From an optimization exercise on the open Yosys and OpenROAD flow, aimed at small area; shortcuts taken in it are not production practice. In this exercise RTL edits were held to simulation tests only and were not proved equivalent to the original. No activity file was given, so power comes from the tool's default toggle rates.

--- design.v ---
	`default_nettype	none		 
module cpu_top(
	input wire			clk,
	input wire			reset,
	input wire	[31:0]	if_bus_rd_data,
	input wire					if_bus_rdy_,
	input wire					if_bus_grnt_,
	output wire					if_bus_as_,
	output wire					if_bus_req_,
	output wire	[29:0]	if_bus_addr,
	output wire					if_bus_rw,
	output wire	[31:0]	if_bus_wr_data,
	input wire	[31:0]	mem_bus_rd_data,
	input wire					mem_bus_rdy_,
	input wire					mem_bus_grnt_,
	output wire					mem_bus_as_,
	output wire					mem_bus_req_,
	output wire	[29:0]	mem_bus_addr,
	output wire					mem_bus_rw,
	output wire	[31:0]	mem_bus_wr_data,
	input wire	[31:0]	if_spm_rd_data,
	output wire					if_spm_as_,
	output wire	[29:0]	if_spm_addr,
	output wire	[31:0]	if_spm_wr_data,
	output wire					if_spm_rw,
	input wire	[31:0]	mem_spm_rd_data,
	output wire					mem_spm_as_,
	output wire	[29:0]	mem_spm_addr,
	output wire	[31:0]	mem_spm_wr_data,
	output wire					mem_spm_rw,
	input wire	[7:0]	irq
);
	localparam [1:0] ST_IDLE = 2'd0, ST_REQ = 2'd1, ST_ACC = 2'd2, ST_STALL = 2'd3;
	localparam [2:0] SEL_PASS = 3'd0, SEL_AND = 3'd1, SEL_OR = 3'd2, SEL_XOR = 3'd3,
	                 SEL_ADD = 3'd4, SEL_SHR = 3'd5, SEL_SHL = 3'd6;
	integer i;
	reg	[29:0]	if_pc;
	reg	[31:0]	if_insn;
	reg			if_en;
	reg	[1:0]	ib_st;
	reg			ib_as_;
	reg	[1:0]	mb_st;
	reg			mb_as_;
	reg	[31:0]	rd_buf;
	reg	[29:0]	id_pc;
	reg			id_en, id_we;
	reg	[4:0]	id_dst;
	reg	[2:0]	id_sel;
	reg			id_sub, id_sgn;
	reg	[31:0]	id_a, id_b;
	reg	[15:0]	id_imm;
	reg			id_immhi, id_useimm;
	reg			id_br_flag, id_ld, id_st;
	reg	[1:0]	id_ctrl_op;
	reg	[2:0]	id_exp;
	reg	[29:0]	ex_pc;
	reg			ex_en, ex_live, ex_br_flag, ex_ld, ex_st, ex_we;
	reg	[31:0]	ex_wd, ex_out;
	reg	[1:0]	ex_ctrl_op;
	reg	[4:0]	ex_dst;
	reg	[2:0]	ex_exp;
	reg	[29:0]	mem_pc;
	reg			mem_en, mem_br_flag, mem_we;
	reg	[1:0]	mem_ctrl_op;
	reg	[4:0]	mem_dst;
	reg	[2:0]	mem_exp;
	reg	[31:0]	mem_out;
	reg			exe_mode, int_en, pre_exe_mode, pre_int_en, dly_flag, br_flag;
	reg	[2:0]	exp_code;
	reg	[7:0]	mask;
	reg	[29:0]	epc, exp_vector, pre_pc;
	reg	[31:0]	regs [0:31];
	reg	[31:0]	valid;
	wire		if_busy, m_busy, ld_hazard;
	wire		stall = if_busy | m_busy;
	wire		if_stall = stall | ld_hazard;
	wire		m_exc = (mem_exp != 3'h0);
	wire		flush = mem_en & (m_exc | (mem_ctrl_op != 2'h0));
	wire [29:0]	new_pc = m_exc ? exp_vector : (mem_ctrl_op[1] ? epc : mem_pc);
	wire		int_detect = int_en & (|((~mask) & irq));
	wire		i_spm = (if_pc[29:27] == 3'b001);
	assign if_busy = ((ib_st == ST_IDLE) & ~flush & ~i_spm) | (ib_st == ST_REQ) |
	                 ((ib_st == ST_ACC) & if_bus_rdy_);
	assign if_spm_as_ = ~((ib_st == ST_IDLE) & ~flush & i_spm & ~if_stall);
	assign if_spm_addr = if_pc;
	assign if_spm_rw = 1'b1;
	assign if_spm_wr_data = 32'h0;
	assign if_bus_addr = if_pc;
	assign if_bus_rw = 1'b1;
	assign if_bus_wr_data = 32'h0;
	assign if_bus_as_ = ib_as_;
	assign if_bus_req_ = ~((ib_st == ST_REQ) | (ib_st == ST_ACC));
	wire [31:0]	if_rd = (ib_st == ST_ACC) ? if_bus_rd_data :
	                    (ib_st == ST_STALL) ? rd_buf : if_spm_rd_data;
	always @(posedge clk or negedge reset)
		if (!reset) begin
			ib_st <= ST_IDLE;
			ib_as_ <= 1'b1;
		end else
			case (ib_st)
				ST_IDLE:	if (~flush & ~i_spm) ib_st <= ST_REQ;
				ST_REQ:		if (!if_bus_grnt_) begin ib_st <= ST_ACC; ib_as_ <= 1'b0; end
				ST_ACC:		begin
								ib_as_ <= 1'b1;
								if (!if_bus_rdy_) ib_st <= if_stall ? ST_STALL : ST_IDLE;
							end
				ST_STALL:	if (~if_stall) ib_st <= ST_IDLE;
			endcase
	wire		m_aligned = (ex_out[1:0] == 2'b00);
	wire		m_op = ex_live & (ex_ld | ex_st);
	wire		m_req = m_op & m_aligned;
	wire		miss = m_op & ~m_aligned;
	wire		m_spm = (ex_out[31:29] == 3'b001);
	assign m_busy = ((mb_st == ST_IDLE) & ~flush & m_req & ~m_spm) | (mb_st == ST_REQ) |
	                ((mb_st == ST_ACC) & mem_bus_rdy_);
	assign mem_spm_as_ = ~((mb_st == ST_IDLE) & ~flush & m_req & m_spm & ~stall);
	assign mem_spm_addr = ex_out[31:2];
	assign mem_spm_rw = ~ex_st;
	assign mem_spm_wr_data = ex_wd;
	assign mem_bus_addr = ex_out[31:2];
	assign mem_bus_rw = ~ex_st;
	assign mem_bus_wr_data = ex_wd;
	assign mem_bus_as_ = mb_as_;
	assign mem_bus_req_ = ~((mb_st == ST_REQ) | (mb_st == ST_ACC));
	wire [31:0]	ld_data = (mb_st == ST_ACC) ? mem_bus_rd_data :
	                      (mb_st == ST_STALL) ? rd_buf : mem_spm_rd_data;
	wire [31:0]	mem_res = (ex_live & ~ex_st) ? (ex_ld ? (m_aligned ? ld_data : 32'h0) : ex_out) : 32'h0;
	always @(posedge clk or negedge reset)
		if (!reset) begin
			mb_st <= ST_IDLE;
			mb_as_ <= 1'b1;
		end else
			case (mb_st)
				ST_IDLE:	if (~flush & m_req & ~m_spm) mb_st <= ST_REQ;
				ST_REQ:		if (!mem_bus_grnt_) begin mb_st <= ST_ACC; mb_as_ <= 1'b0; end
				ST_ACC:		begin
								mb_as_ <= 1'b1;
								if (!mem_bus_rdy_) mb_st <= stall ? ST_STALL : ST_IDLE;
							end
				ST_STALL:	if (~stall) mb_st <= ST_IDLE;
			endcase
	always @(posedge clk)
		if ((ib_st == ST_ACC) & ~if_bus_rdy_ & if_stall)
			rd_buf <= if_bus_rd_data;
		else if ((mb_st == ST_ACC) & ~mem_bus_rdy_ & stall)
			rd_buf <= mem_bus_rd_data;
	wire [5:0]	op = if_insn[31:26];
	wire [4:0]	ra = if_insn[25:21];
	wire [4:0]	rb = if_insn[20:16];
	wire [4:0]	rc = if_insn[15:11];
	wire [15:0]	imm = if_insn[15:0];
	wire		kernel = (exe_mode == 1'b0);
	reg	[31:0]	alu_out;
	wire		fa_ex  = id_en & id_we & (id_dst == ra);
	wire		fa_mem = ~fa_ex & ex_en & ex_we & (ex_dst == ra);
	wire		fa_wb  = ~fa_ex & ~fa_mem & mem_we & (mem_dst == ra);
	wire		fa_rf  = ~fa_ex & ~fa_mem & ~fa_wb;
	wire		fb_ex  = id_en & id_we & (id_dst == rb);
	wire		fb_mem = ~fb_ex & ex_en & ex_we & (ex_dst == rb);
	wire		fb_wb  = ~fb_ex & ~fb_mem & mem_we & (mem_dst == rb);
	wire		fb_rf  = ~fb_ex & ~fb_mem & ~fb_wb;
	reg	[31:0]	ra_data, rb_data;
	always @* begin
		ra_data = ({32{fa_ex}} & alu_out) | ({32{fa_mem}} & mem_res) | ({32{fa_wb}} & mem_out);
		rb_data = ({32{fb_ex}} & alu_out) | ({32{fb_mem}} & mem_res) | ({32{fb_wb}} & mem_out);
		for (i = 0; i < 32; i = i + 1) begin
			ra_data = ra_data | (regs[i] & {32{fa_rf & valid[i] & (ra == i)}});
			rb_data = rb_data | (regs[i] & {32{fb_rf & valid[i] & (rb == i)}});
		end
	end
	reg	[31:0]	creg_rd_data;
	always @*
		case (ra)
			5'h0:		creg_rd_data = {30'h0, int_en, exe_mode};
			5'h1:	creg_rd_data = {30'h0, pre_int_en, pre_exe_mode};
			5'h2:			creg_rd_data = {id_pc, 2'b00};
			5'h3:			creg_rd_data = {epc, 2'b00};
			5'h4:	creg_rd_data = {exp_vector, 2'b00};
			5'h5:		creg_rd_data = {28'h0, dly_flag, exp_code};
			5'h6:	creg_rd_data = {24'h0, mask};
			5'h7:			creg_rd_data = {24'h0, irq};
			5'h1d:	creg_rd_data = $unsigned(8192);
			5'h1e:	creg_rd_data = $unsigned(16384);
			5'h1f:	creg_rd_data = {8'd41, 8'd7, 8'd1, 8'd0};
			default:				creg_rd_data = 32'h0;
		endcase
	wire [29:0]	pc_inc = if_pc + 30'd1;
	wire [29:0]	br_target = if_pc + {{14{imm[15]}}, imm};
	wire		br_eq = (ra_data == rb_data);
	wire		br_ltu = (ra_data < rb_data);
	wire		br_lts = (ra_data[31] ^ rb_data[31]) ? ra_data[31] : br_ltu;
	reg	[2:0]	d_sel;
	reg			d_sub, d_sgn, d_we, d_useimm, d_immsx, d_brf, d_ld, d_st, d_taken, d_jr;
	reg	[1:0]	d_asel;
	reg	[1:0]	d_ctrl;
	reg	[2:0]	d_exp;
	reg	[4:0]	d_dst;
	always @* begin
		d_sel = SEL_PASS; d_sub = 1'b0; d_sgn = 1'b0; d_we = 1'b0; d_useimm = 1'b0; d_immsx = 1'b0;
		d_brf = 1'b0; d_ld = 1'b0; d_st = 1'b0; d_taken = 1'b0; d_jr = 1'b0; d_asel = 2'd0;
		d_ctrl = 2'h0; d_exp = 3'h0; d_dst = rb;
		case (op)
			6'h00:	begin d_sel = SEL_AND; d_dst = rc; d_we = 1'b1; end
			6'h01:	begin d_sel = SEL_AND; d_useimm = 1'b1; d_we = 1'b1; end
			6'h02:	begin d_sel = SEL_OR; d_dst = rc; d_we = 1'b1; end
			6'h03:	begin d_sel = SEL_OR; d_useimm = 1'b1; d_we = 1'b1; end
			6'h04:	begin d_sel = SEL_XOR; d_dst = rc; d_we = 1'b1; end
			6'h05:	begin d_sel = SEL_XOR; d_useimm = 1'b1; d_we = 1'b1; end
			6'h06:	begin d_sel = SEL_ADD; d_sgn = 1'b1; d_dst = rc; d_we = 1'b1; end
			6'h07:	begin d_sel = SEL_ADD; d_sgn = 1'b1; d_useimm = 1'b1; d_immsx = 1'b1; d_we = 1'b1; end
			6'h08:	begin d_sel = SEL_ADD; d_dst = rc; d_we = 1'b1; end
			6'h09:	begin d_sel = SEL_ADD; d_useimm = 1'b1; d_immsx = 1'b1; d_we = 1'b1; end
			6'h0a:	begin d_sel = SEL_ADD; d_sub = 1'b1; d_sgn = 1'b1; d_dst = rc; d_we = 1'b1; end
			6'h0b:	begin d_sel = SEL_ADD; d_sub = 1'b1; d_dst = rc; d_we = 1'b1; end
			6'h0c:	begin d_sel = SEL_SHR; d_dst = rc; d_we = 1'b1; end
			6'h0d:	begin d_sel = SEL_SHR; d_useimm = 1'b1; d_we = 1'b1; end
			6'h0e:	begin d_sel = SEL_SHL; d_dst = rc; d_we = 1'b1; end
			6'h0f:	begin d_sel = SEL_SHL; d_useimm = 1'b1; d_we = 1'b1; end
			6'h10:		begin d_brf = 1'b1; d_taken = br_eq; end
			6'h11:	begin d_brf = 1'b1; d_taken = ~br_eq; end
			6'h12:	begin d_brf = 1'b1; d_taken = br_lts; end
			6'h13:	begin d_brf = 1'b1; d_taken = br_ltu; end
			6'h14:	begin d_brf = 1'b1; d_taken = 1'b1; d_jr = 1'b1; end
			6'h15:	begin d_brf = 1'b1; d_taken = 1'b1; d_jr = 1'b1; d_asel = 2'd1;
							  d_dst = 5'd31; d_we = 1'b1; end
			6'h16:	begin d_sel = SEL_ADD; d_useimm = 1'b1; d_immsx = 1'b1; d_ld = 1'b1; d_we = 1'b1; end
			6'h17:	begin d_sel = SEL_ADD; d_useimm = 1'b1; d_immsx = 1'b1; d_st = 1'b1; end
			6'h18:	d_exp = 3'h5;
			6'h19:	if (kernel) begin d_asel = 2'd2; d_we = 1'b1; end
							else d_exp = 3'h6;
			6'h1a:	if (kernel) d_ctrl = 2'h1;
							else d_exp = 3'h6;
			6'h1b:	if (kernel) d_ctrl = 2'h2;
							else d_exp = 3'h6;
			default:		d_exp = 3'h2;
		endcase
	end
	wire		br_taken = if_en & d_taken;
	wire [29:0]	br_addr = d_jr ? ra_data[31:2] : br_target;
	wire		e_we = ~if_en | d_we;
	wire [4:0]	e_dst = if_en ? d_dst : 5'd0;
	wire [31:0]	d_a = (d_asel == 2'd1) ? {pc_inc, 2'b00} : (d_asel == 2'd2) ? creg_rd_data : ra_data;
	assign ld_hazard = id_en & id_ld & (if_en ? ((id_dst == ra) | (id_dst == rb)) : (id_dst == 5'd0));
	always @(posedge clk or negedge reset)
		if (!reset) begin
			if_pc <= 30'h0;
			if_en <= 1'b0;
		end else if (~if_stall) begin
			if (flush) begin
				if_pc <= new_pc;
				if_en <= 1'b0;
			end else begin
				if_pc <= br_taken ? br_addr : pc_inc;
				if_en <= 1'b1;
			end
		end
	always @(posedge clk)
		if (~if_stall) if_insn <= if_rd;
	always @(posedge clk or negedge reset)
		if (!reset) begin
			id_pc <= 30'h0;
			id_en <= 1'b0;
			id_we <= 1'b0;
		end else if (~stall) begin
			if (flush | ld_hazard) begin
				id_pc <= 30'h0;
				id_en <= 1'b0;
				id_we <= 1'b0;
			end else begin
				id_pc <= if_pc;
				id_en <= if_en;
				id_we <= e_we;
			end
		end
	always @(posedge clk)
		if (~stall) begin
			id_dst <= e_dst;
			id_sel <= d_sel;
			id_sub <= d_sub;
			id_sgn <= d_sgn;
			id_a <= d_a;
			id_b <= rb_data;
			id_imm <= imm;
			id_immhi <= d_immsx & imm[15];
			id_useimm <= d_useimm;
			id_br_flag <= d_brf;
			id_ld <= d_ld;
			id_st <= d_st;
			id_ctrl_op <= d_ctrl;
			id_exp <= d_exp;
		end
	wire [31:0]	in1 = id_useimm ? {{16{id_immhi}}, id_imm} : id_b;
	wire [31:0]	bx = in1 ^ {32{id_sub}};
	wire [31:0]	sum = id_a + bx + {31'h0, id_sub};
	wire		of = id_en & id_sgn & (id_a[31] == bx[31]) & (sum[31] != id_a[31]) &
	                 (id_sub ? (|id_a) : (|sum));
	wire		shl = (id_sel == SEL_SHL);
	reg	[31:0]	sh_in, sh_out;
	wire [31:0]	sh_r = sh_in >> in1[4:0];
	always @* begin
		for (i = 0; i < 32; i = i + 1) begin
			sh_in[i] = shl ? id_a[31-i] : id_a[i];
			sh_out[i] = shl ? sh_r[31-i] : sh_r[i];
		end
	end
	always @*
		case (id_sel)
			SEL_AND:	alu_out = id_a & in1;
			SEL_OR:		alu_out = id_a | in1;
			SEL_XOR:	alu_out = id_a ^ in1;
			SEL_ADD:	alu_out = sum;
			SEL_SHR:	alu_out = sh_out;
			SEL_SHL:	alu_out = sh_out;
			default:	alu_out = id_a;
		endcase
	wire		kill = int_detect | of;
	always @(posedge clk or negedge reset)
		if (!reset) begin
			ex_en <= 1'b0;
			ex_live <= 1'b0;
			ex_we <= 1'b1;
			ex_dst <= 5'd0;
		end else if (~stall) begin
			if (flush) begin
				ex_en <= 1'b0;
				ex_live <= 1'b0;
				ex_we <= 1'b1;
				ex_dst <= 5'd0;
			end else begin
				ex_en <= id_en;
				ex_live <= id_en & ~kill;
				ex_we <= kill | id_we;
				ex_dst <= kill ? 5'd0 : id_dst;
			end
		end
	always @(posedge clk)
		if (~stall) begin
			ex_pc <= id_pc;
			ex_br_flag <= id_br_flag;
			ex_ld <= id_ld;
			ex_st <= id_st;
			ex_wd <= id_b;
			ex_ctrl_op <= id_ctrl_op;
			ex_exp <= int_detect ? 3'h1 : (of ? 3'h3 : id_exp);
			ex_out <= alu_out;
		end
	always @(posedge clk or negedge reset)
		if (!reset) begin
			mem_en <= 1'b0;
			mem_we <= 1'b0;
		end else if (~stall) begin
			if (flush) begin
				mem_en <= 1'b0;
				mem_we <= 1'b0;
			end else begin
				mem_en <= ex_en;
				mem_we <= ex_we & ~miss;
			end
		end
	always @(posedge clk)
		if (~stall) begin
			mem_pc <= ex_pc;
			mem_br_flag <= ex_br_flag;
			mem_ctrl_op <= ex_ctrl_op;
			mem_dst <= ex_dst;
			mem_exp <= miss ? 3'h4 : ex_exp;
			mem_out <= mem_res;
		end
	always @(posedge clk)
		if (mem_we) regs[mem_dst] <= mem_out;
	always @(posedge clk or negedge reset)
		if (!reset)
			valid <= 32'h0;
		else if (mem_we)
			valid[mem_dst] <= 1'b1;
	always @(posedge clk or negedge reset)
		if (!reset) begin
			exe_mode <= 1'b0;
			int_en <= 1'b0;
			pre_exe_mode <= 1'b0;
			pre_int_en <= 1'b0;
			exp_code <= 3'h0;
			mask <= 8'hff;
			dly_flag <= 1'b0;
			epc <= 30'h0;
			exp_vector <= 30'h0;
			pre_pc <= 30'h0;
			br_flag <= 1'b0;
		end else if (mem_en & ~stall) begin
			pre_pc <= mem_pc;
			br_flag <= mem_br_flag;
			if (m_exc) begin
				exe_mode <= 1'b0;
				int_en <= 1'b0;
				pre_exe_mode <= exe_mode;
				pre_int_en <= int_en;
				exp_code <= mem_exp;
				dly_flag <= br_flag;
				epc <= pre_pc;
			end else if (mem_ctrl_op == 2'h2) begin
				exe_mode <= pre_exe_mode;
				int_en <= pre_int_en;
			end else if (mem_ctrl_op == 2'h1)
				case (mem_dst)
					5'h0:		begin exe_mode <= mem_out[0]; int_en <= mem_out[1]; end
					5'h1:	begin pre_exe_mode <= mem_out[0]; pre_int_en <= mem_out[1]; end
					5'h3:			epc <= mem_out[31:2];
					5'h4:	exp_vector <= mem_out[31:2];
					5'h5:		begin dly_flag <= mem_out[3]; exp_code <= mem_out[2:0]; end
					5'h6:	mask <= mem_out[7:0];
					default:				;
				endcase
		end
endmodule
--- run.sh ---
#!/bin/bash
# synth_recipe.tcl (not shown) runs the flow's synth.tcl, then flattens the netlist and writes it again
# the make line also repeats each setting of config.mk as NAME=value (left out here)
make -C /OpenROAD-flow-scripts/flow DESIGN_CONFIG=/design/flow/config.mk WORK_HOME=/design/flow/orfs CLKGATE_MAP_FILE= SYNTH_SCRIPT=/design/flow/synth_recipe.tcl finish
--- config.mk ---
export PLATFORM = sky130hd
export DESIGN_NAME = cpu_top
export DESIGN_NICKNAME = cpu_top
export VERILOG_FILES = /design/flow/design.v
export SDC_FILE = /design/flow/constraint.sdc
export NUM_CORES = 4
export LEC_CHECK = 0
export CAP_MARGIN = 20
export CORE_MARGIN = 2
export CORE_UTILIZATION = 45
export PLACE_DENSITY = 0.6
export SLEW_MARGIN = 20
--- constraint.sdc ---
create_clock -name core_clock -period 10.0 [get_ports {clk}]
set_input_delay 2.0000 -clock core_clock [delete_from_list [all_inputs] [get_ports {clk}]]
set_output_delay 2.0000 -clock core_clock [all_outputs]
set_load 0.01 [all_outputs]
==> results of run 1 <==
## path summary, 6_finish.rpt
| check | from | to | slack (ns) |
|---|---|---|---|
| max | id_useimm | if_pc[2] | 0.50 |
| min | ex_pc[18] | mem_pc[18] | 0.39 |
| max reg2reg | id_useimm | if_pc[2] | 0.50 |
| min reg2reg | ex_pc[18] | mem_pc[18] | 0.39 |
| max in group asynchronous | reset | if_pc[18] | 7.42 |
| min in group asynchronous | reset | exp_vector[23] | 1.13 |
## logic make-up (layout without fill, tap and decap cells)
family / count (synthesis) / in the layout / share of synthesized area
flip-flops: 1581 / 1581 / 0.569
other: 2 / 135 / 0.0000920
XOR/XNOR: 134 / 134 / 0.0144
AND/OR/NAND/NOR: 1524 / 1524 / 0.0915
AO/OA/AOI/OAI: 2282 / 2282 / 0.208
multiplexers: 302 / 302 / 0.0418
adder cells (fa/ha/maj): 171 / 171 / 0.0264
buffers and inverters: 860 / 1208 / 0.0489
## report_power, final
| group | internal (mW) | switching [mW] | total (mW) |
|---|---|---|---|
| sequential | 9.74 | 1.99 | 11.7 |
| clock | 3.80 | 2.93 | 6.73 |
| combinational | 6.11 | 14.3 | 20.4 |
## area by class of cell
class	count	area, µm²
multi-input cells	4479	32000
clock buffers	230	4670
clock inverters	88	1140
well taps	2370	2970
repair buffers	729	6540
flip-flops and latches	1581	46400
diodes	69	173
inverters	161	608
fillers	15500	86000
## metal layers
metal	track usage	share of wire
met3	0.264	0.16
met1	0.585	0.33
met4	0.416	0.11
met5	0.0458	0.0023
met2	0.691	0.39
## layout by cell type (no fill, tap or decap), types with 66 or more instances in the layout
cell type | synthesis | routed
a211oi_1 | 107 | 107
a21oi_1 | 292 | 290
a221oi_1 | 225 | 225
a222oi_1 | 107 | 107
a22o_1 | 220 | 220
a22oi_1 | 501 | 501
and3_1 | 100 | 67
buf_4 | 190 | 378
clkbuf_16 | 0 | 175
clkdlybuf4s50_1 | 0 | 332
conb_1 | 2 | 66
dfrtp_1 | 207 | 207
diode_2 | 0 | 69
edfxtp_1 | 1363 | 1363
ha_1 | 169 | 165
inv_1 | 157 | 156
mux2_2 | 113 | 113
mux2i_1 | 168 | 167
nand2_1 | 472 | 470
nand3_1 | 167 | 167
nand4_1 | 124 | 124
nor2_1 | 335 | 291
o21ai_0 | 263 | 256
xnor2_1 | 91 | 91
## registers in the layout, indices dropped and copies added (netlist names), 32 cells and up
name / count
if_insn: 32
ex_wd: 32
id_a: 32
id_b: 32
mem_out: 32
valid: 32
regs: 1024
rd_buf: 32
ex_out: 32
## synthesized netlist by cell type, types with 32 or more instances
master,count
nand4_1,124
dfrtp_1,207
o211ai_1,32
nor2_1,335
nand3_1,167
o21ai_0,263
buf_1,65
nand2_1,472
a22oi_1,501
a22o_1,220
clkbuf_1,412
a31oi_1,54
nor2b_1,36
a2111o_1,32
o22ai_1,42
edfxtp_1,1363
nor3_1,66
a211oi_1,107
mux2_2,113
inv_1,157
and4_1,37
a222oi_1,107
a21o_1,49
xnor2_1,91
and3_1,100
mux2i_1,168
a21oi_1,292
a221oi_1,225
xor2_1,43
and2_1,41
buf_4,190
a2111oi_0,53
ha_1,169
o21bai_1,33
==> metrics.md, run 1 <==
| Metric | Value |
|---|---|
| Sum Neg Setup Slack | `0 ns` |
| CP max stage cell | `a2111oi_0` |
| First-pass GRT wire length | `630000 µm` |
| RSZ-0062 raised after global routing | `false` |
| Fin area | `94500 µm²` |
| Clock sinks | `1581` |
| Final Cycle Share | `0.950` |
| Final hold slack | `0.388 ns` |
| DP HPWL | `321000 µm` |
| Die area | `185000 µm²` |
| Initial antenna violation count | `79` |
| Mean routed wirelength per cell | `49.7 µm` |
| GPL Wtd Cong | `1.09` |
| Worst slack, placed | `approximately 0.8 ns` |
| Pin count of the biggest net entering global routing | `93` |
| Vias/cell | `between 7 and 8` |
| Area of the core | `181000 µm²` |
| Prevailing post-synth register cell | `edfxtp_1` |
| Worst Reg2Reg Path Length in Cells | `25` |
| Inst Count DP | `roughly 9300` |
| Slowest stage delay, CP | `1.03 ns` |
| PortBufs | `approximately 330` |
| Total GRT Usage | `0.507` |
| Clock Latency Late Sink | `0.92 ns` |
| Library cells used by synthesis | `96` |
| Max-Slew Margin vs Limit | `0.0838` |
| Die W | `430 µm` |
| Pre-antenna DRT Iters | `17` |
| Critical Path End Type | `flop` |
| Initial DRC count | `approximately 18000` |
| Cell Area, Placed | `roughly 88000 µm²` |
| CTS Buf Count | `173` |
| Synth Instances | `6856` |
| P_leak | `33.9 nW` |
| Mapped Area | `81600 µm²` |
| Final core utilization | `0.524` |
| Max Cap Viol | `0` |
| Layout Skew | `~0.079 ns` |
| Synthesis Warnings | `1` |
| DRC | `0` |
| Startpoint Class | `flop` |
| Synth async-reset ratio | `0.138` |
| Crit path depth | `25` |
| Die Span Y | `430 µm` |
| Layout cells sized above 1 | `0.130` |
| Worst VDD drop | `0.000273 V` |
| Resized Gates After CTS | `0` |
| P per Cell Area | `approximately 400 nW/µm²` |
| CTS tree | `built` |
| Top cells by area, synth | `edfxtp_1 (50%), dfrtp_1 (6.3%), a22oi_1 (4.6%)` |
| Worst Tran Pin Value | `approximately 1.4 ns` |
| Clock Path Buffers | `3` |
| Area leader, netlist | `edfxtp_1` |
| Number of global-route vias before repair | `69000` |
| Avg Cell Area, Syn | `about 12 µm²` |
| Hold_buf cts | `0` |
| GRT overflow | `0` |
| CP delay by family, top | `compound AO/OA/AOI/OAI gates` |
| Cell mode on critical path | `a2111oi_0` |
| Slew Limit Fails | `0` |
| Worst Path Class, Setup | `flop to flop` |
| Final min period | `around 9.5 ns` |
| Antenna-violating nets left | `0` |
| NumNets Final | `7438` |
| Setup WS post-layout | `roughly 0.5 ns` |
| I/O Pins | `400` |
| Total power | `38.9 mW` |
| Routed Wire Length | `483000 µm` |
| CTS root buf | `clkbuf_16` |
| Synth-to-Final Area Change | `15.8%` |
| Clock transition at the registers of the reported paths | `0.06 ns` |
| Max Clk Rate | `105 MHz` |
| Synth top area share | `0.502` |
| Seq/Total Area, Yosys | `0.569` |
| Outcome | `timing/DRC/antenna clean` |
| Hold path cells | `0` |
| Final hold vios | `0` |
| Setup violators final | `0` |
| Bufs and invs on worst path | `2` |
| H-Tree Depth | `4` |
| Worst EP required | `between 10 and 15 ns` |
| DR vias | `approximately 78000` |
| Worst-path maximum fanout | `15` |
| CP arrival | `between 10 and 15 ns` |
| Register bit total from synthesis | `about 1600` |
| Worst hold-check path type | `flop to flop` |
| Rows | `156` |
| Post-Layout Cell Count | `9707` |
| Post-CTS Setup Inserts | `0` |
| Initial Util | `0.452` |
| Number of flops mapped to enable cells by yosys | `1363` |
==> run 2: changes to the inputs <==
--- a/design.v
+++ b/design.v
@@ -1,4 +1,15 @@
 	`default_nettype	none		 
+module rf_aoi(
+	input wire	a0,
+	input wire	s0,
+	input wire	a1,
+	input wire	s1,
+	input wire	a2,
+	input wire	s2,
+	output wire	y
+);
+	assign y = ~((a0 & s0) | (a1 & s1) | (a2 & s2));
+endmodule
 module cpu_top(
 	input wire			clk,
 	input wire			reset,
@@ -43,6 +54,7 @@
 	reg			mb_as_;
 	reg	[31:0]	rd_buf;
 	reg	[29:0]	id_pc;
+	reg			id_pcz;		 
 	reg			id_en, id_we;
 	reg	[4:0]	id_dst;
 	reg	[2:0]	id_sel;
@@ -159,21 +171,45 @@
 	wire		fb_mem = ~fb_ex & ex_en & ex_we & (ex_dst == rb);
 	wire		fb_wb  = ~fb_ex & ~fb_mem & mem_we & (mem_dst == rb);
 	wire		fb_rf  = ~fb_ex & ~fb_mem & ~fb_wb;
-	reg	[31:0]	ra_data, rb_data;
-	always @* begin
-		ra_data = ({32{fa_ex}} & alu_out) | ({32{fa_mem}} & mem_res) | ({32{fa_wb}} & mem_out);
-		rb_data = ({32{fb_ex}} & alu_out) | ({32{fb_mem}} & mem_res) | ({32{fb_wb}} & mem_out);
-		for (i = 0; i < 32; i = i + 1) begin
-			ra_data = ra_data | (regs[i] & {32{fa_rf & valid[i] & (ra == i)}});
-			rb_data = rb_data | (regs[i] & {32{fb_rf & valid[i] & (rb == i)}});
+	wire [32:0]	sel_a, sel_b;
+	genvar gr, gb, gk;
+	generate
+		for (gr = 0; gr < 32; gr = gr + 1) begin : RSEL
+			assign sel_a[gr] = fa_rf & valid[gr] & (ra == gr);
+			assign sel_b[gr] = fb_rf & valid[gr] & (rb == gr);
 		end
-	end
+	endgenerate
+	assign sel_a[32] = fa_wb;
+	assign sel_b[32] = fb_wb;
+	wire [31:0]	rf_in [0:32];
+	generate
+		for (gr = 0; gr < 32; gr = gr + 1) begin : RIN
+			assign rf_in[gr] = regs[gr];
+		end
+	endgenerate
+	assign rf_in[32] = mem_out;
+	wire [31:0]	ra_data, rb_data;
+	generate
+		for (gb = 0; gb < 32; gb = gb + 1) begin : RBIT
+			wire [10:0] ta, tb;
+			for (gk = 0; gk < 11; gk = gk + 1) begin : RGRP
+				rf_aoi ua(.a0(rf_in[3*gk][gb]), .s0(sel_a[3*gk]), .a1(rf_in[3*gk+1][gb]), .s1(sel_a[3*gk+1]),
+				          .a2(rf_in[3*gk+2][gb]), .s2(sel_a[3*gk+2]), .y(ta[gk]));
+				rf_aoi ub(.a0(rf_in[3*gk][gb]), .s0(sel_b[3*gk]), .a1(rf_in[3*gk+1][gb]), .s1(sel_b[3*gk+1]),
+				          .a2(rf_in[3*gk+2][gb]), .s2(sel_b[3*gk+2]), .y(tb[gk]));
+			end
+			assign ra_data[gb] = ~(&ta[3:0]) | ~(&ta[7:4]) | ~(&ta[10:8]) |
+			                     (alu_out[gb] & fa_ex) | (mem_res[gb] & fa_mem);
+			assign rb_data[gb] = ~(&tb[3:0]) | ~(&tb[7:4]) | ~(&tb[10:8]) |
+			                     (alu_out[gb] & fb_ex) | (mem_res[gb] & fb_mem);
+		end
+	endgenerate
 	reg	[31:0]	creg_rd_data;
 	always @*
 		case (ra)
 			5'h0:		creg_rd_data = {30'h0, int_en, exe_mode};
 			5'h1:	creg_rd_data = {30'h0, pre_int_en, pre_exe_mode};
-			5'h2:			creg_rd_data = {id_pc, 2'b00};
+			5'h2:			creg_rd_data = {id_pc & {30{~id_pcz}}, 2'b00};
 			5'h3:			creg_rd_data = {epc, 2'b00};
 			5'h4:	creg_rd_data = {exp_vector, 2'b00};
 			5'h5:		creg_rd_data = {28'h0, dly_flag, exp_code};
@@ -258,22 +294,23 @@
 		if (~if_stall) if_insn <= if_rd;
 	always @(posedge clk or negedge reset)
 		if (!reset) begin
-			id_pc <= 30'h0;
+			id_pcz <= 1'b1;
 			id_en <= 1'b0;
 			id_we <= 1'b0;
 		end else if (~stall) begin
 			if (flush | ld_hazard) begin
-				id_pc <= 30'h0;
+				id_pcz <= 1'b1;
 				id_en <= 1'b0;
 				id_we <= 1'b0;
 			end else begin
-				id_pc <= if_pc;
+				id_pcz <= 1'b0;
 				id_en <= if_en;
 				id_we <= e_we;
 			end
 		end
 	always @(posedge clk)
 		if (~stall) begin
+			id_pc <= if_pc;
 			id_dst <= e_dst;
 			id_sel <= d_sel;
 			id_sub <= d_sub;
==> flow/run.sh (new file) <==
#!/bin/bash
# Own layout flow: the standard ORFS flow (same make targets, config and
# synthesis script) with these changes:
#  - ABC maps combinational logic with an area-oriented script (flow/abc_area.script);
#    flip-flop mapping and register names are those of the standard synthesis;
#  - the one-hot register-file read slices (module rf_aoi) are kept as modules
#    through ABC, then flattened by synth_recipe.tcl as usual;
#  - ports are buffered with the smallest buffer (every port still gets one);
#  - clock tree: clkbuf_8 only, sinks clustered 12 at a time, no dummy loads.
set -euo pipefail
HERE=$PWD
sed "s#^\( *\)log_cmd abc {\*}\$abc_args#\1set abc_args [lreplace \$abc_args 1 1 $HERE/flow/abc_area.script]\n\1log_cmd abc {*}\$abc_args#" \
  $FLOW_HOME/scripts/synth.tcl > $HERE/flow_synth_core.tcl
grep -q "flow/abc_area.script" $HERE/flow_synth_core.tcl
sed "s#source \$::env(SCRIPTS_DIR)/synth.tcl#source $HERE/flow_synth_core.tcl#" $HERE/synth_recipe.tcl > $HERE/flow_synth.tcl
grep -q flow_synth_core $HERE/flow_synth.tcl
export SYNTH_KEEP_MODULES="rf_aoi"
export BUFFER_PORTS_ARGS="-buffer_cell sky130_fd_sc_hd__buf_1"
export CTS_ARGS="-sink_clustering_enable -repair_clock_nets -dont_use_dummy_load -buf_list sky130_fd_sc_hd__clkbuf_8 -sink_clustering_size 12 -sink_clustering_max_diameter 60"
make -C $FLOW_HOME DESIGN_CONFIG=$FLOW_CONFIG WORK_HOME=$HERE/orfs CLKGATE_MAP_FILE= \
  SYNTH_SCRIPT=$HERE/flow_synth.tcl finish > $HERE/make.log 2>&1
: # left out here: write the final layout as DEF
==> flow/abc_area.script (new file) <==
strash
dch -f
map -a
&get -n
&st
&syn2
&dch -f
&nf -a
&st
&syn2
&dch -f
&nf -a
&put
topo
stime -c
==> standard.sh (new file) <==
#!/bin/bash
# synth_recipe.tcl (not shown) runs the flow's synth.tcl, then flattens the netlist and writes it again
# the make line also repeats each setting of config.mk as NAME=value (left out here)
make -C /OpenROAD-flow-scripts/flow DESIGN_CONFIG=/design/flow/config.mk WORK_HOME=/design/flow/orfs CLKGATE_MAP_FILE= SYNTH_SCRIPT=/design/flow/synth_recipe.tcl "${@:-finish}"
--- a/config.mk
+++ b/config.mk
@@ -7,6 +7,6 @@
 export LEC_CHECK = 0
 export CAP_MARGIN = 20
 export CORE_MARGIN = 2
-export CORE_UTILIZATION = 45
-export PLACE_DENSITY = 0.6
+export CORE_UTILIZATION = 60
+export PLACE_DENSITY = 0.7
 export SLEW_MARGIN = 20
removed: run.sh
==> metrics.md, run 2 <==
| Metric | Value |
|---|---|
| Most numerous cell in the Yosys netlist | `edfxtp_1 (unchanged)` |
| First-pass GRT wire length | `450000 µm (was 630000 µm)` |
| Startpoint Class | `flop (unchanged)` |
| P_leak | `28.6 nW (was 33.9 nW)` |
| Initial DRC count | `15400 (was 18200)` |
| Initial Util | `0.605 (was 0.452)` |
| H-Tree Depth | `4 (unchanged)` |
| DP HPWL | `228000 µm (was 321000 µm)` |
| Seq/Total Area, Yosys | `0.621 (was 0.569)` |
| Area of the core | `124000 µm² (was 181000 µm²)` |
| Clock sinks | `1582 (was 1581)` |
| RSZ-0062 raised after global routing | `false (unchanged)` |
| Max-Slew Margin vs Limit | `0.0945 (was 0.0838)` |
| Register bit total from synthesis | `1582 (was 1581)` |
| Worst-path maximum fanout | `60 (was 15)` |
| CP arrival | `10.43 ns (was 10.23 ns)` |
| Outcome | `timing/DRC/antenna clean (unchanged)` |
| Routed Wire Length | `329000 µm (was 483000 µm)` |
| Library cells used by synthesis | `62 (was 96)` |
| NumNets Final | `6668 (was 7438)` |
| Final Cycle Share | `0.958 (was 0.950)` |
| Commonest cells after routing, fill and taps aside | `edfxtp_1 (1393), a222oi_1 (732), nand2_1 (470) (was edfxtp_1 (1363), a22oi_1 (501), nand2_1 (470))` |
| Crit path launch | `if_insn[24] (was id_useimm)` |
| Layout cells sized above 1 | `0.0801 (was 0.130)` |
| Hold_buf cts | `0 (unchanged)` |
| Worst Path Class, Setup | `flop to flop (unchanged)` |
| Worst VDD drop | `0.000358 V (was 0.000273 V)` |
| Fin area | `82000 µm² (was 94500 µm²)` |
| Final min period | `9.58 ns (was 9.50 ns)` |
| PortBufs | `333 (unchanged)` |
| Bufs and invs on worst path | `3 (was 2)` |
| Number of flops mapped to enable cells by yosys | `1393 (was 1363)` |
| Die W | `358 µm (was 430 µm)` |
| Mapped Area | `75100 µm² (was 81600 µm²)` |
| Vias/cell | `7.91 (was 7.99)` |
| GRT overflow | `0 (unchanged)` |
| Worst EP required | `10.86 ns (was 10.73 ns)` |
| Most common cell after layout, fill and taps aside | `edfxtp_1 (unchanged)` |
| P per Cell Area | `391 nW/µm² (was 411 nW/µm²)` |
| Setup violators final | `0 (unchanged)` |
| Layout Skew | `0.118 ns (was 0.0790 ns)` |
| Cell mode on critical path | `a21oi_1 (was a2111oi_0)` |
| Total GRT Usage | `0.506 (was 0.507)` |
| Sum Neg Setup Slack | `0 ns (unchanged)` |
| Final hold vios | `0 (unchanged)` |
| Die area | `128000 µm² (was 185000 µm²)` |
| Prevailing post-synth register cell | `edfxtp_1 (unchanged)` |
| Resized Gates After CTS | `0 (unchanged)` |
| Worst slack, placed | `1.01 ns (was 0.802 ns)` |
| Number of global-route vias before repair | `58100 (was 69000)` |
| Slowest stage delay, CP | `1.05 ns (was 1.03 ns)` |
| CP max stage cell | `a221oi_1 (was a2111oi_0)` |
| Synth async-reset ratio | `0.119 (was 0.138)` |
| Worst hold-check path type | `flop to flop (unchanged)` |
| Max Clk Rate | `104 MHz (was 105 MHz)` |
| Synth top area share | `0.557 (was 0.502)` |
| Die Span Y | `358 µm (was 430 µm)` |
| Initial antenna violation count | `33 (was 79)` |
| CTS root buf | `clkbuf_8 (was clkbuf_16)` |
| Setup WS post-layout | `0.422 ns (was 0.504 ns)` |
| Pin count of the biggest net entering global routing | `188 (was 93)` |
| Antenna-violating nets left | `0 (unchanged)` |
| CTS Buf Count | `161 (was 173)` |
| Commonest cells in the synthesized netlist | `edfxtp_1 (1393), a222oi_1 (732), nand2_1 (472) (was edfxtp_1 (1363), a22oi_1 (501), nand2_1 (472))` |
| Synth Instances | `5723 (was 6856)` |
| Area leader, netlist | `edfxtp_1 (unchanged)` |
| Clock Path Buffers | `3 (unchanged)` |
| Clock transition at the registers of the reported paths | `0.08 ns (was 0.06 ns)` |
| Largest register by flop count | `regs (unchanged)` |
| Slew Limit Fails | `0 (unchanged)` |
| CTS tree | `built (unchanged)` |
| I/O Pins | `400 (unchanged)` |
| Synthesis Warnings | `1 (unchanged)` |
| Pre-antenna DRT Iters | `23 (was 17)` |
| DRC | `0 (unchanged)` |
| Cell Area, Placed | `79600 µm² (was 88500 µm²)` |
| Mean routed wirelength per cell | `41.1 µm (was 49.7 µm)` |
| Clock Latency Late Sink | `0.99 ns (was 0.92 ns)` |
| CP delay by family, top | `simple AND/OR/NAND/NOR gates (was compound AO/OA/AOI/OAI gates)` |
| Hold_sp | `ex_pc[11] (was ex_pc[18])` |
| DR vias | `63400 (was 77600)` |
| Max Cap Viol | `0 (unchanged)` |
| GPL Wtd Cong | `1.07 (was 1.09)` |
| Top cells by area, synth | `edfxtp_1 (56%), a222oi_1 (9.8%), dfrtp_1 (5.9%) (was edfxtp_1 (50%), dfrtp_1 (6.3%), a22oi_1 (4.6%))` |
| Rows | `129 (was 156)` |
| Reg2reg start | `if_insn[24] (was id_useimm)` |
| Largest register FFs | `1024 (unchanged)` |
| Synth-to-Final Area Change | `9.31% (was 15.8%)` |
| Critical Path End Type | `flop (unchanged)` |
| Worst Tran Pin Value | `1.35 ns (was 1.37 ns)` |
| Total power | `32.1 mW (was 38.9 mW)` |
| Avg Cell Area, Syn | `13.1 µm² (was 11.9 µm²)` |
| Post-CTS Setup Inserts | `0 (unchanged)` |
-- run 2: cell count changes in the layout (fill, tap and decap cells not counted), moves of 153 or more --
cell,before,now
buf_1,0,332
inv_1,156,0
a22o_1,220,3
a22oi_1,501,35
clkinv_1,24,241
a222oi_1,107,732
clkdlybuf4s50_1,332,0
a221oi_1,225,24
clkbuf_8,8,161
clkbuf_16,175,0
-- run 2: final cells by class --
| class | instances | area (µm²) |
|---|---|---|
| Antenna cell | 22 | 55.1 |
| Sequential cell | 1582 | 46600 |
| Multi-Input combinational cell | 3774 | 26800 |
| Tap cell | 1637 | 2050 |
| Fill cell | 9265 | 41900 |
| Inverter | 242 | 921 |
| Clock buffer | 161 | 2220 |
| Timing Repair Buffer | 594 | 3390 |
-- run 2: per-module statistics from Yosys, one instance, submodules excluded --
module   flops+latches  area [µm²]
cpu_top           1582       68000
rf_aoi               0        10.0
-- run 2: power by group --
group          total [mW]  internal, mW  switching, mW  leakage (nW)
Clock                3.62          1.43           2.19          1.16
Sequential           11.6          9.85           1.73          15.2
Combinational        16.9          4.58           12.3          12.3
-- run 2: routing by layer --
layer / wire length, µm / track usage
met3: 50600 / 0.179
met5: 173 / 0
met2: 137000 / 0.724
met1: 104000 / 0.610
met4: 37600 / 0.437
-- run 2: cells by family after synthesis --
group,count (synthesis),share of synthesized area
flops,1582,0.621
xor+xnor,122,0.0142
compound gates,1804,0.185
other cells,2,0.000100
mux,254,0.0353
simple gates,1357,0.0847
fa+ha+maj,171,0.0287
buf+inv,431,0.0310
-- run 2: stage by stage --
step / instances / util / hold WS (ns)
floorplan: 5787 / - / 0.400
global placement: 7800 / 0.640 / 0.400
detailed placement: 7813 / 0.642 / 0.405
CTS: 7974 / 0.660 / 0.368
global route: 7993 / 0.661 / 0.375
finish: 8012 / 0.662 / 0.379
-- run 2: worst paths after layout --
check	to	slack, ns	depth (start not counted)
worst max register to register	if_pc[27]	0.42	27
worst min register to register	mem_pc[11]	0.38	0
min in group asynchronous	epc[6]	1.10	1
worst min-delay path	mem_pc[11]	0.38	0
worst max-delay path	if_pc[27]	0.42	27
max in group asynchronous	if_pc[26]	7.05	3
==> run 3: changes to the inputs <==
--- a/flow/run.sh
+++ b/flow/run.sh
@@ -6,7 +6,7 @@
 #  - the one-hot register-file read slices (module rf_aoi) are kept as modules
 #    through ABC, then flattened by synth_recipe.tcl as usual;
 #  - ports are buffered with the smallest buffer (every port still gets one);
-#  - clock tree: clkbuf_8 only, sinks clustered 12 at a time, no dummy loads.
+#  - clock tree: clkbuf_4 only, sinks clustered 8 at a time within 40 um, no dummy loads.
 set -euo pipefail
 HERE=$PWD
 sed "s#^\( *\)log_cmd abc {\*}\$abc_args#\1set abc_args [lreplace \$abc_args 1 1 $HERE/flow/abc_area.script]\n\1log_cmd abc {*}\$abc_args#" \
@@ -16,7 +16,7 @@
 grep -q flow_synth_core $HERE/flow_synth.tcl
 export SYNTH_KEEP_MODULES="rf_aoi"
 export BUFFER_PORTS_ARGS="-buffer_cell sky130_fd_sc_hd__buf_1"
-export CTS_ARGS="-sink_clustering_enable -repair_clock_nets -dont_use_dummy_load -buf_list sky130_fd_sc_hd__clkbuf_8 -sink_clustering_size 12 -sink_clustering_max_diameter 60"
+export CTS_ARGS="-sink_clustering_enable -repair_clock_nets -dont_use_dummy_load -buf_list sky130_fd_sc_hd__clkbuf_4 -sink_clustering_size 8 -sink_clustering_max_diameter 40"
 make -C $FLOW_HOME DESIGN_CONFIG=$FLOW_CONFIG WORK_HOME=$HERE/orfs CLKGATE_MAP_FILE= \
   SYNTH_SCRIPT=$HERE/flow_synth.tcl finish > $HERE/make.log 2>&1
 : # left out here: write the final layout as DEF
==> metrics.md, run 3 <==
| Metric | Value |
|---|---|
| Most numerous cell in the Yosys netlist | `edfxtp_1 (unchanged)` |
| P_leak | `28.5 nW (was 28.6 nW)` |
| Number of flops mapped to enable cells by yosys | `1393 (unchanged)` |
| Area leader, netlist | `edfxtp_1 (unchanged)` |
| Multi-input logic area | `26800 µm² (about the same)` |
| Layout Skew | `0.242 ns (was 0.118 ns)` |
| Mapped Area | `75100 µm² (unchanged)` |
| Worst-path maximum fanout | `60 (unchanged)` |
| Slowest stage delay, CP | `0.77 ns (was 1.05 ns)` |
| Layout cells sized above 1 | `0.0901 (was 0.0801)` |
| Switching Share | `0.510 (was 0.505)` |
| Sequential power share | `0.366 (was 0.361)` |
| Most common cell after layout, fill and taps aside | `edfxtp_1 (unchanged)` |
| R2R Path End | `if_pc[1] (was if_pc[27])` |
| Commonest cells after routing, fill and taps aside | `edfxtp_1 (1393), a222oi_1 (732), nand2_1 (470) (unchanged)` |
| Synth-to-Final Area Change | `8.66% (was 9.31%)` |
| Reg2reg start | `if_insn[24] (unchanged)` |
| Clock network fraction of design power | `0.103 (was 0.113)` |
| Synthesis Warnings | `1 (unchanged)` |
| Startpoint Class | `flop (unchanged)` |
| Seq/Total Area, Yosys | `0.621 (unchanged)` |
| Max Cap Viol | `0 (unchanged)` |
| Final Cycle Share | `0.888 (was 0.958)` |
| Slew Limit Fails | `0 (unchanged)` |
| First-pass GRT wire length | `448000 µm (was 450000 µm)` |
| DRC | `0 (unchanged)` |
| Library cells used by synthesis | `62 (unchanged)` |
| Inst Count DP | `7813 (unchanged)` |
| Final core utilization | `0.658 (was 0.662)` |
| Die W | `358 µm (unchanged)` |
| Sum Neg Setup Slack | `0 ns (unchanged)` |
| Worst Hold End | `mem_pc[2] (was mem_pc[11])` |
| WL met3 | `51100 µm (was 50600 µm)` |
| Hold_buf cts | `0 (unchanged)` |
| GRT overflow | `0 (unchanged)` |
| Total GRT Usage | `0.503 (was 0.506)` |
| Clock sinks | `1582 (unchanged)` |
| Worst Reg2Reg Path Length in Cells | `30 (was 27)` |
| P per Cell Area | `388 nW/µm² (was 391 nW/µm²)` |
| CTS Buf Count | `235 (was 161)` |
| Rows | `129 (unchanged)` |
| H-Tree Depth | `4 (unchanged)` |
| Worst EP required | `11.08 ns (was 10.86 ns)` |
| Max Clk Rate | `113 MHz (was 104 MHz)` |
| Largest register FFs | `1024 (unchanged)` |
| P_sw | `16.1 mW (was 16.2 mW)` |
| NumNets Final | `6739 (was 6668)` |
| GPL Wtd Cong | `1.07 (unchanged)` |
| Synth async-reset ratio | `0.119 (unchanged)` |
| Sequential cell area | `46600 µm² (unchanged)` |
| Final min period | `8.88 ns (was 9.58 ns)` |
| DR vias | `63500 (was 63400)` |
| CP max stage cell | `a222oi_1 (was a221oi_1)` |
| Max-Slew Margin vs Limit | `0.0691 (was 0.0945)` |
| Initial antenna violation count | `28 (was 33)` |
| Initial Util | `0.605 (unchanged)` |
| CTS root buf | `clkbuf_4 (was clkbuf_8)` |
| Die area | `128000 µm² (unchanged)` |
| PortBufs | `333 (unchanged)` |
| Comb power frac | `0.532 (was 0.526)` |
| Setup violators final | `0 (unchanged)` |
| Vias/cell | `7.86 (was 7.91)` |
| DP HPWL | `228000 µm (unchanged)` |
| CP arrival | `9.96 ns (was 10.43 ns)` |
| Critical Path End Type | `flop (unchanged)` |
| Register bit total from synthesis | `1582 (unchanged)` |
| Mean routed wirelength per cell | `40.6 µm (was 41.1 µm)` |
| Top cells by area, synth | `edfxtp_1 (56%), a222oi_1 (9.8%), dfrtp_1 (5.9%) (unchanged)` |
| Final hold vios | `0 (unchanged)` |
| Worst hold-check path type | `flop to flop (unchanged)` |
| Pre-antenna DRT Iters | `22 (was 23)` |
| Hold_sp | `ex_pc[2] (was ex_pc[11])` |
| I/O Pins | `400 (unchanged)` |
| Synth top area share | `0.557 (unchanged)` |
| Clock Latency Late Sink | `1.40 ns (was 0.99 ns)` |
| Met1 wire length | `103000 µm (was 104000 µm)` |
| Routed Wire Length | `328000 µm (was 329000 µm)` |
| FF-to-FF setup slack | `1.12 ns (was 0.42 ns)` |
| Antenna-violating nets left | `0 (unchanged)` |
| Post-Layout Cell Count | `8079 (was 8012)` |
| Met2 wire len | `136000 µm (was 137000 µm)` |
| Pin count of the biggest net entering global routing | `188 (unchanged)` |
| Post-CTS Setup Inserts | `0 (unchanged)` |
| Clock transition at the registers of the reported paths | `0.10 ns (was 0.08 ns)` |
| Worst Path Class, Setup | `flop to flop (unchanged)` |
| Synth Instances | `5723 (unchanged)` |
| Number of global-route vias before repair | `58600 (was 58100)` |
| Worst VDD drop | `0.000354 V (was 0.000358 V)` |
| Worst Tran Pin Value | `1.39 ns (was 1.35 ns)` |
| Pint | `15.5 mW (was 15.9 mW)` |
| Largest register by flop count | `regs (unchanged)` |
| Prevailing post-synth register cell | `edfxtp_1 (unchanged)` |
| Area of the core | `124000 µm² (unchanged)` |
| Resized Gates After CTS | `0 (unchanged)` |
| Clock Path Buffers | `3 (unchanged)` |
| Initial DRC count | `15100 (was 15400)` |
| Layout fillers | `9398 (was 9265)` |
| Top routing layer in use | `met5 (unchanged)` |
| Die Span Y | `358 µm (unchanged)` |
| Outcome | `timing/DRC/antenna clean (unchanged)` |
| CTS tree | `built (unchanged)` |
| RSZ-0062 raised after global routing | `false (unchanged)` |
| Hold path cells | `0 (unchanged)` |
| Avg Cell Area, Syn | `13.1 µm² (unchanged)` |
| Commonest cells in the synthesized netlist | `edfxtp_1 (1393), a222oi_1 (732), nand2_1 (472) (unchanged)` |
[run 3: cell counts after synthesis]
Identical to the previous run, type by type.
[run 3: cells by family after synthesis]
family	Yosys count	synth area share
compound gates	1804	0.185
xor+xnor	122	0.0142
fa+ha+maj	171	0.0287
buf+inv	431	0.0310
flops	1582	0.621
mux	254	0.0353
other cells	2	0.000100
simple gates	1357	0.0847
[run 3: how the worst max path moves through the flow]
stage | slack, ns | endpoint | from
2_1_floorplan | 0.12 | if_pc[11] | id_useimm
3_3_place_gp | 1.14 | if_pc[27] | if_insn[24]
3_5_place_dp | 1.01 | if_pc[27] | if_insn[24]
4_1_cts | 1.00 | if_pc[1] | if_insn[24]
5_1_grt | 0.99 | if_pc[1] | id_useimm
6_report | 1.12 | if_pc[1] | if_insn[24]
[run 3: per-module statistics from Yosys (local to each module, per instance)]
module | times used | cell area, µm² | flip-flops and latches | cells
rf_aoi | 704 | 10.0 | 0 | 1
cpu_top | 1 | 68000 | 1582 | 5019
[run 3: layout make-up]
cell class              count  area share
clock buffers             235      0.0216
repair buffers            591      0.0414
inverters                 242      0.0113
well taps                1637      0.0251
flip-flops and latches   1582       0.571
diodes                     18    0.000552
multi-input cells        3774       0.329
[run 3: through the flow]
stage	cell area (µm²)	hold WS, ns	setup WS [ns]	power, mW
after floorplan	75300	0.400	0.120	20.2
after global placement	79400	0.400	1.14	27.3
after detailed placement	79600	0.405	1.01	27.4
after CTS	81400	0.350	1.00	30.5
after global routing	81500	0.361	0.985	32.4
final	81600	0.364	1.12	31.6
[run 3: critical path, delay by kind of cell (launching register included)]
family / cells / cell delay [ns]
AO/OA/AOI/OAI: 12 / 2.93
adder cells (fa/ha/maj): 1 / 0.37
buffers and inverters: 4 / 1.14
flip-flops: 1 / 0.61
AND/OR/NAND/NOR: 13 / 3.60
[run 3: power groups by stage]
stage / Sequential, mW / Clock, mW / Combinational, mW
final: 11.6 / 3.24 / 16.8
after CTS: 11.4 / 3.20 / 15.9
after global placement: 11.5 / 0 / 15.8
after global routing: 11.6 / 3.45 / 17.4
after floorplan: 11.3 / 0 / 8.88
after detailed placement: 11.6 / 0 / 15.8
[run 3: metal layers]
metal	vias up	track usage
met1	30300	0.607
met4	14	0.439
met5	-	0
li1	25200	-
met2	6413	0.724
met3	1472	0.170
==> run 4: changes to the inputs <==
--- a/design.v
+++ b/design.v
@@ -328,7 +328,26 @@
 		end
 	wire [31:0]	in1 = id_useimm ? {{16{id_immhi}}, id_imm} : id_b;
 	wire [31:0]	bx = in1 ^ {32{id_sub}};
-	wire [31:0]	sum = id_a + bx + {31'h0, id_sub};
+	wire [31:0]	ad_p = id_a ^ bx;
+	wire [31:0]	ad_g = id_a & bx;
+	reg	[31:0]	ks_g, ks_p, ks_gn, ks_pn;
+	integer		kd, kj;
+	always @* begin
+		ks_g = ad_g;
+		ks_p = ad_p;
+		ks_g[0] = ad_g[0] | (ad_p[0] & id_sub);
+		for (kd = 1; kd < 32; kd = kd * 2) begin
+			ks_gn = ks_g;
+			ks_pn = ks_p;
+			for (kj = kd; kj < 32; kj = kj + 1) begin
+				ks_gn[kj] = ks_g[kj] | (ks_p[kj] & ks_g[kj - kd]);
+				ks_pn[kj] = ks_p[kj] & ks_p[kj - kd];
+			end
+			ks_g = ks_gn;
+			ks_p = ks_pn;
+		end
+	end
+	wire [31:0]	sum = ad_p ^ {ks_g[30:0], id_sub};
 	wire		of = id_en & id_sgn & (id_a[31] == bx[31]) & (sum[31] != id_a[31]) &
 	                 (id_sub ? (|id_a) : (|sum));
 	wire		shl = (id_sel == SEL_SHL);
@@ -342,9 +361,9 @@
 	end
 	always @*
 		case (id_sel)
-			SEL_AND:	alu_out = id_a & in1;
-			SEL_OR:		alu_out = id_a | in1;
-			SEL_XOR:	alu_out = id_a ^ in1;
+			SEL_AND:	alu_out = ad_g;
+			SEL_OR:		alu_out = ad_p | ad_g;
+			SEL_XOR:	alu_out = ad_p;
 			SEL_ADD:	alu_out = sum;
 			SEL_SHR:	alu_out = sh_out;
 			SEL_SHL:	alu_out = sh_out;
--- a/config.mk
+++ b/config.mk
@@ -5,8 +5,8 @@
 export SDC_FILE = /design/flow/constraint.sdc
 export NUM_CORES = 4
 export LEC_CHECK = 0
-export CAP_MARGIN = 20
+export CAP_MARGIN = 40
 export CORE_MARGIN = 2
 export CORE_UTILIZATION = 60
 export PLACE_DENSITY = 0.7
-export SLEW_MARGIN = 20
+export SLEW_MARGIN = 40
==> metrics.md, run 4 <==
| Metric | Value |
|---|---|
| Outcome | `timing/DRC/antenna clean (unchanged)` |
| H-Tree Depth | `4 (unchanged)` |
| Avg Cell Area, Syn | `13.3 µm² (was 13.1 µm²)` |
| PortBufs | `333 (unchanged)` |
| Setup WS post-layout | `0.916 ns (was 1.12 ns)` |
| Worst-path maximum fanout | `41 (was 60)` |
| Sum Neg Setup Slack | `0 ns (unchanged)` |
| Clock transition at the registers of the reported paths | `0.09 ns (was 0.10 ns)` |
| Max Cap Viol | `0 (unchanged)` |
| Synth Instances | `5571 (was 5723)` |
| DP HPWL | `212000 µm (was 228000 µm)` |
| P_sw | `15.5 mW (was 16.1 mW)` |
| Final Cycle Share | `0.908 (was 0.888)` |
| Largest register by flop count | `regs (unchanged)` |
| DR vias | `62300 (was 63500)` |
| Pint | `15.3 mW (was 15.5 mW)` |
| Commonest cells in the synthesized netlist | `edfxtp_1 (1393), a222oi_1 (725), o21ai_0 (392) (was edfxtp_1 (1393), a222oi_1 (732), nand2_1 (472))` |
| Clock network fraction of design power | `0.105 (was 0.103)` |
| Die Span Y | `356 µm (was 358 µm)` |
| Final core utilization | `0.654 (was 0.658)` |
| Inst Count DP | `7646 (was 7813)` |
| Area leader, netlist | `edfxtp_1 (unchanged)` |
| Seq/Total Area, Yosys | `0.627 (was 0.621)` |
| Worst slack, placed | `1.35 ns (was 1.01 ns)` |
| Final hold vios | `0 (unchanged)` |
| CTS Buf Count | `235 (unchanged)` |
| Layout Skew | `0.198 ns (was 0.242 ns)` |
| DRC | `0 (unchanged)` |
| Number of flops mapped to enable cells by yosys | `1393 (unchanged)` |
| Slew Limit Fails | `0 (unchanged)` |
| Rows | `129 (unchanged)` |
| RSZ-0062 raised after global routing | `false (unchanged)` |
| Top cells by area, synth | `edfxtp_1 (56%), a222oi_1 (9.8%), dfrtp_1 (6.0%) (was edfxtp_1 (56%), a222oi_1 (9.8%), dfrtp_1 (5.9%))` |
| Pin count of the biggest net entering global routing | `129 (was 188)` |
| Synth-to-Final Area Change | `8.67% (was 8.66%)` |
| Most common cell after layout, fill and taps aside | `edfxtp_1 (unchanged)` |
| Largest register FFs | `1024 (unchanged)` |
| Sequential power share | `0.373 (was 0.366)` |
| I/O Pins | `400 (unchanged)` |
| Cell Area, Placed | `78600 µm² (was 79600 µm²)` |
| Area of the core | `123000 µm² (was 124000 µm²)` |
| Worst Tran Pin Value | `1.04 ns (was 1.39 ns)` |
| Final min period | `9.08 ns (was 8.88 ns)` |
| Hold_buf cts | `0 (unchanged)` |
| Comb power frac | `0.521 (was 0.532)` |
| Number of global-route vias before repair | `57000 (was 58600)` |
| Commonest cells after routing, fill and taps aside | `edfxtp_1 (1393), a222oi_1 (725), o21ai_0 (371) (was edfxtp_1 (1393), a222oi_1 (732), nand2_1 (470))` |
| Fin area | `80700 µm² (was 81600 µm²)` |
| Critical Path End Type | `flop (unchanged)` |
| GPL Wtd Cong | `1.06 (was 1.07)` |
| CP arrival | `10.22 ns (was 9.96 ns)` |
| Post-CTS Setup Inserts | `0 (unchanged)` |
| P per Cell Area | `382 nW/µm² (was 388 nW/µm²)` |
| GRT overflow | `0 (unchanged)` |
| Switching Share | `0.504 (was 0.510)` |
| Setup violators final | `0 (unchanged)` |
| Worst EP required | `11.14 ns (was 11.08 ns)` |
| Slowest stage delay, CP | `0.92 ns (was 0.77 ns)` |
| Die area | `127000 µm² (was 128000 µm²)` |
| Synth async-reset ratio | `0.119 (unchanged)` |
| Max Clk Rate | `110 MHz (was 113 MHz)` |
| Routed Wire Length | `323000 µm (was 328000 µm)` |
| Synthesis Warnings | `1 (unchanged)` |
| Register bit total from synthesis | `1582 (unchanged)` |
| Synth top area share | `0.563 (was 0.557)` |
| Clock Latency Late Sink | `1.38 ns (was 1.40 ns)` |
| CP max stage cell | `nor3_1 (was a222oi_1)` |
| Initial DRC count | `14800 (was 15100)` |
| Clock Path Buffers | `3 (unchanged)` |
| Prevailing post-synth register cell | `edfxtp_1 (unchanged)` |
| Die W | `356 µm (was 358 µm)` |
| Pre-antenna DRT Iters | `17 (was 22)` |
| Total GRT Usage | `0.501 (was 0.503)` |
| Antenna-violating nets left | `0 (unchanged)` |
| Startpoint Class | `flop (unchanged)` |
| CTS root buf | `clkbuf_4 (unchanged)` |
| Initial antenna violation count | `34 (was 28)` |
| Library cells used by synthesis | `64 (was 62)` |
| Final hold slack | `0.423 ns (was 0.364 ns)` |
| NumNets Final | `6537 (was 6739)` |
| Worst hold-check path type | `flop to flop (unchanged)` |
| Vias/cell | `7.87 (was 7.86)` |
| First-pass GRT wire length | `441000 µm (was 448000 µm)` |
| Total power | `30.8 mW (was 31.6 mW)` |
| P_leak | `27.9 nW (was 28.5 nW)` |
| Worst VDD drop | `0.000289 V (was 0.000354 V)` |
| Resized Gates After CTS | `0 (unchanged)` |
| Mapped Area | `74200 µm² (was 75100 µm²)` |
| Worst Path Class, Setup | `flop to flop (unchanged)` |
| Clock sinks | `1582 (unchanged)` |
| Most numerous cell in the Yosys netlist | `edfxtp_1 (unchanged)` |
| CTS tree | `built (unchanged)` |
| Layout cells sized above 1 | `0.0961 (was 0.0901)` |
| Post-Layout Cell Count | `7917 (was 8079)` |
| Mean routed wirelength per cell | `40.8 µm (was 40.6 µm)` |
| Initial Util | `0.602 (was 0.605)` |
| Cell mode on critical path | `a21oi_1` |
| Max-Slew Margin vs Limit | `0.305 (was 0.0691)` |
run 4: Yosys stat by module (local to each module, per instance):
module | times used | area [µm²]
cpu_top | 1 | 67200
rf_aoi | 704 | 10.0
run 4: path summary, 6_finish.rpt:
kind,to,from,cells past startpoint,slack [ns]
max in group asynchronous,valid[26],reset,3,7.88
min in group asynchronous,pre_pc[8],reset,1,0.70
hold / removal,mem_ctrl_op[1],ex_ctrl_op[1],0,0.42
setup / recovery,if_pc[10],if_insn[19],32,0.92
hold reg to reg,mem_ctrl_op[1],ex_ctrl_op[1],0,0.42
setup reg to reg,if_pc[10],if_insn[19],32,0.92
run 4: power groups by stage:
stage	logic, mW	clock network [mW]	registers (mW)
floorplan	8.61	0	11.3
global placement	14.9	0	11.5
detailed placement	15.0	0	11.5
CTS	15.0	3.21	11.4
global route	16.6	3.46	11.5
finish	16.1	3.25	11.5
run 4: critical path: cells and delay by family, from the launching register on:
kind / cells / cell delay [ns]
buf+inv: 3 / 0.93
compound gates: 17 / 3.80
simple gates: 11 / 3.30
fa+ha+maj: 1 / 0.36
flops: 1 / 0.54
run 4: metal layers:
metal,global-route usage,routed length (µm),vias up
li1,-,-,24600
met1,0.606,102000,29900
met2,0.720,135000,6247
met3,0.197,52200,1486
met4,0.384,32700,32
met5,0.0106,424,-
run 4: logic make-up after synthesis:
kind of cell	count (synthesis)	share of synthesized area
compound gates	1814	0.184
xor+xnor	134	0.0158
fa+ha+maj	141	0.0240
buf+inv	432	0.0314
flops	1582	0.627
mux	299	0.0421
other cells	2	0.000101
simple gates	1167	0.0754
run 4: final cells by class:
type                            count  area, µm²
Sequential cell                  1582      46600
Fill cell                        9449      42600
Inverter                          243        925
Tap cell                         1637       2050
Antenna cell                       28       70.1
Timing Repair Buffer              571       3100
Clock buffer                      235       1760
Multi-Input combinational cell   3621      26200

==> re-timing with driven ports <==
The flow's constraints put no driver on any port. The routed layouts listed below were extracted and timed again, unchanged, in two steps. Step 1: set_driving_cell puts a clkbuf_16 on clk and a buf_2 on each other input, an assumption about the parent block. Step 2 adds t to the input delays and takes it off the output delays; t is the mean of the earliest and latest rising clock arrival at the registers after step 1. Input paths then give back, and output paths get back, about the clock's delay inside the block. Three values: ideal, step 1, step 2; two values: the first two.
run | shift t [ns] | setup WS [ns] | latest minus earliest clock arrival (ns) | slew at the worst register clock pin (ns) | cell pins on the clock port's net
run 1 | 0.978 | 0.504 / 0.504 / 0.489 | 0.092 / 0.092 | 0.07 / 0.07 | 1
run 2 | 1.003 | 0.422 / 0.422 / 0.422 | 0.140 / 0.140 | 0.10 / 0.10 | 1
run 3 | 1.355 | 1.119 / 1.119 / 1.119 | 0.244 / 0.244 | 0.11 / 0.11 | 1
run 4 | 1.370 | 0.916 / 0.916 / 0.916 | 0.224 / 0.224 | 0.11 / 0.11 | 1
After both steps every run listed still meets setup and hold. For run 1, which loses most, drivers alone change the setup slack by 0.000 ns; drivers and shift together by -0.015 ns.
